This is an optimization exercise on Yosys and OpenROAD, whose aim is small area, not a production implementation. Only simulation tests tie the RTL to the original design; equivalence was not proved.

== lane 1 ==
Design text_driver_80x60, start of the top module:
module text_driver_80x60 (
  input CLK_50MHz,
  input RESET,
  input [7:0] CHAR,
  input WE,
  output [12:0] DISP_ADDR,  
  output [7:0] DISP_DATA,
  output DISP_WE
  );
For scale: roughly 3000 cells after synthesis, ~33 I/O pins, ~0.025 sq mm of cells after synthesis.
export LEC_CHECK = 0
export ABC_AREA = 1
export CAP_MARGIN = 10
export CORE_MARGIN = 2
export CORE_UTILIZATION = 50
export SLEW_MARGIN = 10
export SYNTH_MEMORY_MAX_BITS = 16384
create_clock -name core_clock -period 10.0 [get_ports {CLK_50MHz}]
standard.sh (not shown) runs the stock make flow with config.mk's settings and CLKGATE_MAP_FILE= SYNTH_SCRIPT=/design/flow/synth_recipe.tcl, a recipe that flattens the netlist after the stock synthesis.
==> flow/flow/run.sh <==
#!/bin/bash
# The standard layout with these changes:
#  - synthesis maps the logic with an area-oriented ABC script
#    (flow/abc_area.script) in place of ORFS's, and leaves adders to ABC
#    (no ADDER_MAP_FILE) instead of mapping them to full/half-adder cells;
#  - clock tree synthesis uses clkbuf_8 for the leaf clusters, clkbuf_16
#    above them, and inserts no dummy loads;
#  - every input and output port is buffered with buf_1 (the standard flow
#    picks a larger buffer).
set -euo pipefail
rm -rf scripts_area
cp -r "$FLOW_HOME/scripts" scripts_area
cp flow/abc_area.script scripts_area/abc_area.script
bash standard.sh SCRIPTS_DIR="$PWD/scripts_area" ADDER_MAP_FILE= synth > synth.log 2>&1
CTS="-sink_clustering_enable -repair_clock_nets -sink_clustering_size 18 -sink_clustering_max_diameter 50"
CTS="$CTS -buf_list {sky130_fd_sc_hd__clkbuf_16 sky130_fd_sc_hd__clkbuf_8} -root_buf sky130_fd_sc_hd__clkbuf_16"
CTS="$CTS -sink_clustering_buffer sky130_fd_sc_hd__clkbuf_8 -dont_use_dummy_load"
bash standard.sh CTS_ARGS="$CTS" \
  BUFFER_PORTS_ARGS="-inputs -outputs -buffer_cell sky130_fd_sc_hd__buf_1" > layout.log 2>&1
==> flow/flow/abc_area.script <==
&get -n
&st
&deepsyn -T 30
&dch -f
&nf -a
&st
&deepsyn -T 30
&dch -f
&nf -a
&put
topo
### lane 1 -> lane 5
==> flow/flow/run.sh <==
#!/bin/bash
# The standard layout with these changes:
#  - synthesis maps the logic with an area-oriented ABC script
#    (flow/abc_area.script) in place of ORFS's, and leaves adders to ABC
#    (no ADDER_MAP_FILE) instead of mapping them to full/half-adder cells;
#  - clock tree synthesis clusters up to 20 flip-flops per clkbuf_16 and
#    inserts no dummy loads.
set -euo pipefail
rm -rf scripts_area
cp -r "$FLOW_HOME/scripts" scripts_area
cp flow/abc_area.script scripts_area/abc_area.script
bash standard.sh SCRIPTS_DIR="$PWD/scripts_area" ADDER_MAP_FILE= synth > synth.log 2>&1
CTS="-sink_clustering_enable -repair_clock_nets -sink_clustering_size 20 -sink_clustering_max_diameter 60"
CTS="$CTS -buf_list {sky130_fd_sc_hd__clkbuf_16} -dont_use_dummy_load"
bash standard.sh CTS_ARGS="$CTS" > layout.log 2>&1
diff --git a/flow/config.mk b/flow/config.mk
--- a/flow/config.mk
+++ b/flow/config.mk
@@ -11 +11,4 @@
-export CORE_UTILIZATION = 50
+export CORE_UTILIZATION = 45
+export CTS_BUF_LIST = sky130_fd_sc_hd__clkbuf_8 sky130_fd_sc_hd__clkbuf_4
+export CTS_CLUSTER_DIAMETER = 60
+export CTS_CLUSTER_SIZE = 30
Results
Lane 5 went all the way through the flow, and no timing, DRC or antenna check failed. On met3 usage, the lower figure sits with lane 5, not lane 1. Going from lane 1 to lane 5, the initial antenna violation count was found to have gone down by 5. Diff lane 1 and lane 5: maximum fanout along the worst path higher in lane 5. From lane 1 to lane 5 the numbers moved as follows: critical path's largest stage delay fell 0.06 ns; die span in x higher. Maximum clock rate on lane 5 is behind lane 1. Diff lane 5..lane 1 | detailed-router iteration count before antenna repair | unchanged. Final area went up by a few percent going from lane 1 to lane 5. Looking at lane 1 and lane 5, the worst hold-check slack is a wash.


## job 103
Another version of the RTL of text_driver_80x60 (not shown whole).
Size in the first run: about 610 flip-flops, roughly 33 I/O pins, about 27000 um2 of cells after synthesis.
Settings: LEC_CHECK=0, ABC_AREA=1, CAP_MARGIN=20, CORE_MARGIN=2, CORE_UTILIZATION=40, SLEW_MARGIN=20, SYNTH_MEMORY_MAX_BITS=16384; clock period 10.0 ns.
==> flow/flow/run.sh <==
#!/bin/bash
# The standard layout, with one change: synthesis maps the logic with an
# area-only ABC script (flow/abc_area.script) in place of ORFS's.
set -euo pipefail
rm -rf scripts_area
cp -r "$FLOW_HOME/scripts" scripts_area
cp flow/abc_area.script scripts_area/abc_area.script
bash standard.sh SCRIPTS_DIR="$PWD/scripts_area" synth > synth.log 2>&1
bash standard.sh > layout.log 2>&1
==> flow/flow/abc_area.script <==
&get -n
&st
&dch -f
&nf -a -F 20 -A 20 -E 100
&put
topo
Every stage of the flow completed for job 103, and the final layout passed the timing, design-rule and antenna checks.
[inputs] job 105 vs job 103
==> flow/run.sh (new file) <==
#!/bin/bash
# synth_recipe.tcl (not shown) runs the flow's synth.tcl, then flattens the netlist and writes it again
# the make line also repeats each setting of config.mk as NAME=value (left out here)
make -C /OpenROAD-flow-scripts/flow DESIGN_CONFIG=/design/flow/config.mk WORK_HOME=/design/flow/orfs CLKGATE_MAP_FILE= SYNTH_SCRIPT=/design/flow/synth_recipe.tcl finish
removed: flow/flow/run.sh
removed: flow/flow/abc_area.script
removed: flow/standard.sh
[summary]
- Diff job 103 -> job 105: highest clock frequency the design can meet grew by 13%, routability congestion estimate increased by 5.0% relative to the old numbers.
- Cmp job 105 and job 103 / maximum VDD drop / higher: job 105


Setup of xenon:
text_driver_80x60 with an RTL version that a note above also has.
For scale: about 3,000 cells after synthesis, ~610 flip-flops, about 33 I/O pins, roughly 25,000 sq um of cells after synthesis.
export LEC_CHECK = 0
export ABC_AREA = 1
export CAP_MARGIN = 5
export CORE_MARGIN = 2
export CORE_UTILIZATION = 50
export SLEW_MARGIN = 5
export SYNTH_MEMORY_MAX_BITS = 16384
create_clock -name core_clock -period 10.0 [get_ports {CLK_50MHz}]
==> flow/flow/run.sh <==
#!/bin/bash
# The standard layout with these changes:
#  - synthesis maps the logic with an area-oriented ABC script
#    (flow/abc_area.script) in place of ORFS's, and leaves adders to ABC
#    (no ADDER_MAP_FILE) instead of mapping them to full/half-adder cells;
#  - clock tree synthesis uses clkbuf_8 for the leaf clusters, clkbuf_16
#    above them, and inserts no dummy loads;
#  - every input and output port is buffered with buf_1 (the standard flow
#    picks a larger buffer).
set -euo pipefail
rm -rf scripts_area
cp -r "$FLOW_HOME/scripts" scripts_area
cp flow/abc_area.script scripts_area/abc_area.script
bash standard.sh SCRIPTS_DIR="$PWD/scripts_area" ADDER_MAP_FILE= synth > synth.log 2>&1
CTS="-sink_clustering_enable -repair_clock_nets -sink_clustering_size 18 -sink_clustering_max_diameter 50"
CTS="$CTS -buf_list {sky130_fd_sc_hd__clkbuf_16 sky130_fd_sc_hd__clkbuf_8} -root_buf sky130_fd_sc_hd__clkbuf_16"
CTS="$CTS -sink_clustering_buffer sky130_fd_sc_hd__clkbuf_8 -dont_use_dummy_load"
bash standard.sh CTS_ARGS="$CTS" \
  BUFFER_PORTS_ARGS="-inputs -outputs -buffer_cell sky130_fd_sc_hd__buf_1" > layout.log 2>&1
==> flow/flow/abc_area.script <==
&get -n
&st
&deepsyn -T 30
&dch -f
&nf -a
&st
&deepsyn -T 30
&dch -f
&nf -a
&put
topo
What juniper does differently from xenon at the input level:
Settings: CAP_MARGIN now 10, was 5; GPL_TIMING_DRIVEN now 0, previously not set; SLEW_MARGIN now 10, was 5; CORE_UTILIZATION now 45, was 50.
-- flow/flow/run.sh --
<<< xenon, line 13
cp flow/abc_area.script scripts_area/abc_area.script
bash standard.sh SCRIPTS_DIR="$PWD/scripts_area" ADDER_MAP_FILE= synth > synth.log 2>&1
CTS="-sink_clustering_enable -repair_clock_nets -sink_clustering_size 18 -sink_clustering_max_diameter 50"
CTS="$CTS -buf_list {sky130_fd_sc_hd__clkbuf_16 sky130_fd_sc_hd__clkbuf_8} -root_buf sky130_fd_sc_hd__clkbuf_16"
CTS="$CTS -sink_clustering_buffer sky130_fd_sc_hd__clkbuf_8 -dont_use_dummy_load"
>>> juniper, line 13
cp flow/abc_area.script scripts_area/abc_area.script
bash standard.sh SCRIPTS_DIR="$PWD/scripts_area" ADDER_MAP_FILE= synth > synth.log 2>&1
CTS="-sink_clustering_enable -repair_clock_nets -sink_clustering_size 15 -sink_clustering_max_diameter 50"
CTS="$CTS -buf_list {sky130_fd_sc_hd__clkbuf_16 sky130_fd_sc_hd__clkbuf_8} -root_buf sky130_fd_sc_hd__clkbuf_16"
CTS="$CTS -sink_clustering_buffer sky130_fd_sc_hd__clkbuf_8 -dont_use_dummy_load"
Worst setup path startpoint: px_col[1] -> xenon, px_row[2] -> juniper
juniper vs xenon, top routing layer in use: met4 vs met5
Compared juniper vs xenon, and weighted congestion reported at the end of routability-driven placement is down in juniper.
Summary of the comparison: global-route usage is lower in juniper, relative to xenon.
juniper has less setup slack than xenon.
[compare] base=xenon new=juniper: design area moved up; final design utilization moved down; number of cells on the worst reg-to-reg path moved down; number of clock buffers in the layout moved up; number of enable-type register cells in the synthesized netlist level.
juniper vs. xenon: minimum clock period went up by 1310 ps; register-to-register slack lower.
Input changes introduced in ember (baseline for comparison: juniper):
Settings: removing GPL_TIMING_DRIVEN (formerly 0); changing CORE_UTILIZATION from 45 to 50.
-- flow/flow/run.sh --
<<< juniper, line 13
cp flow/abc_area.script scripts_area/abc_area.script
bash standard.sh SCRIPTS_DIR="$PWD/scripts_area" ADDER_MAP_FILE= synth > synth.log 2>&1
CTS="-sink_clustering_enable -repair_clock_nets -sink_clustering_size 15 -sink_clustering_max_diameter 50"
CTS="$CTS -buf_list {sky130_fd_sc_hd__clkbuf_16 sky130_fd_sc_hd__clkbuf_8} -root_buf sky130_fd_sc_hd__clkbuf_16"
CTS="$CTS -sink_clustering_buffer sky130_fd_sc_hd__clkbuf_8 -dont_use_dummy_load"
>>> ember, line 13
cp flow/abc_area.script scripts_area/abc_area.script
bash standard.sh SCRIPTS_DIR="$PWD/scripts_area" ADDER_MAP_FILE= synth > synth.log 2>&1
CTS="-sink_clustering_enable -repair_clock_nets -sink_clustering_size 16 -sink_clustering_max_diameter 45"
CTS="$CTS -buf_list {sky130_fd_sc_hd__clkbuf_16 sky130_fd_sc_hd__clkbuf_8} -root_buf sky130_fd_sc_hd__clkbuf_16"
CTS="$CTS -sink_clustering_buffer sky130_fd_sc_hd__clkbuf_8 -dont_use_dummy_load"
==> comparison <==
Every run in the comparison, ember and juniper, completed the flow with a clean layout.
ember vs. juniper: standard cell area after detailed placement now smaller; utilization after layout up 4.7 points; final-layout clock-cell area share did not really move.
Summary — die span in y, ember relative to juniper: lower, by 5.0%.
Setup slack delta for ember relative to juniper: 1240 ps higher
ember vs. juniper: initial core utilization went up by 5.4 points.
Delta (ember minus juniper): proportion of cell area occupied by registers +1.1 points; wire length +about 3.2%.
In ember, the highest net fanout along the worst path came out 4 above the value in juniper.

-- port drivers added, routing unchanged --
In the flow no input, the clock included, has a driving cell. The finished layouts below were timed again as built, in two steps. Step 1 assumes that a clkbuf_16 drives the clock port and a buf_2 every other input. Step 2 adds t to the input delays and takes it off the output delays; t is the mean of the earliest and latest rising clock arrival at the registers after step 1. Input paths then give back, and output paths get back, about the clock's delay inside the block. a / b / c = ideal ports / drivers / drivers and shift; a / b = the first two.
run | t (ns) | setup WS [ns] | latest minus earliest clock arrival (ns) | cell pins on the clock port's net
lane 1 | 0.596 | 2.259 / 2.259 / 2.259 | 0.135 / 0.136 | 1
lane 5 | 0.627 | 2.211 / 2.211 / 2.211 | 0.105 / 0.105 | 1
job 103 | 0.684 | 0.385 / 0.385 / 0.385 | 0.034 / 0.033 | 1
job 105 | 0.690 | 1.524 / 1.524 / 1.524 | 0.030 / 0.030 | 1
xenon | 0.596 | 2.259 / 2.259 / 2.259 | 0.135 / 0.136 | 1
juniper | 0.616 | 0.953 / 0.953 / 0.953 | 0.125 / 0.125 | 1
ember | 0.629 | 2.197 / 2.197 / 2.197 | 0.097 / 0.097 | 1
After both steps every run listed still meets setup and hold.
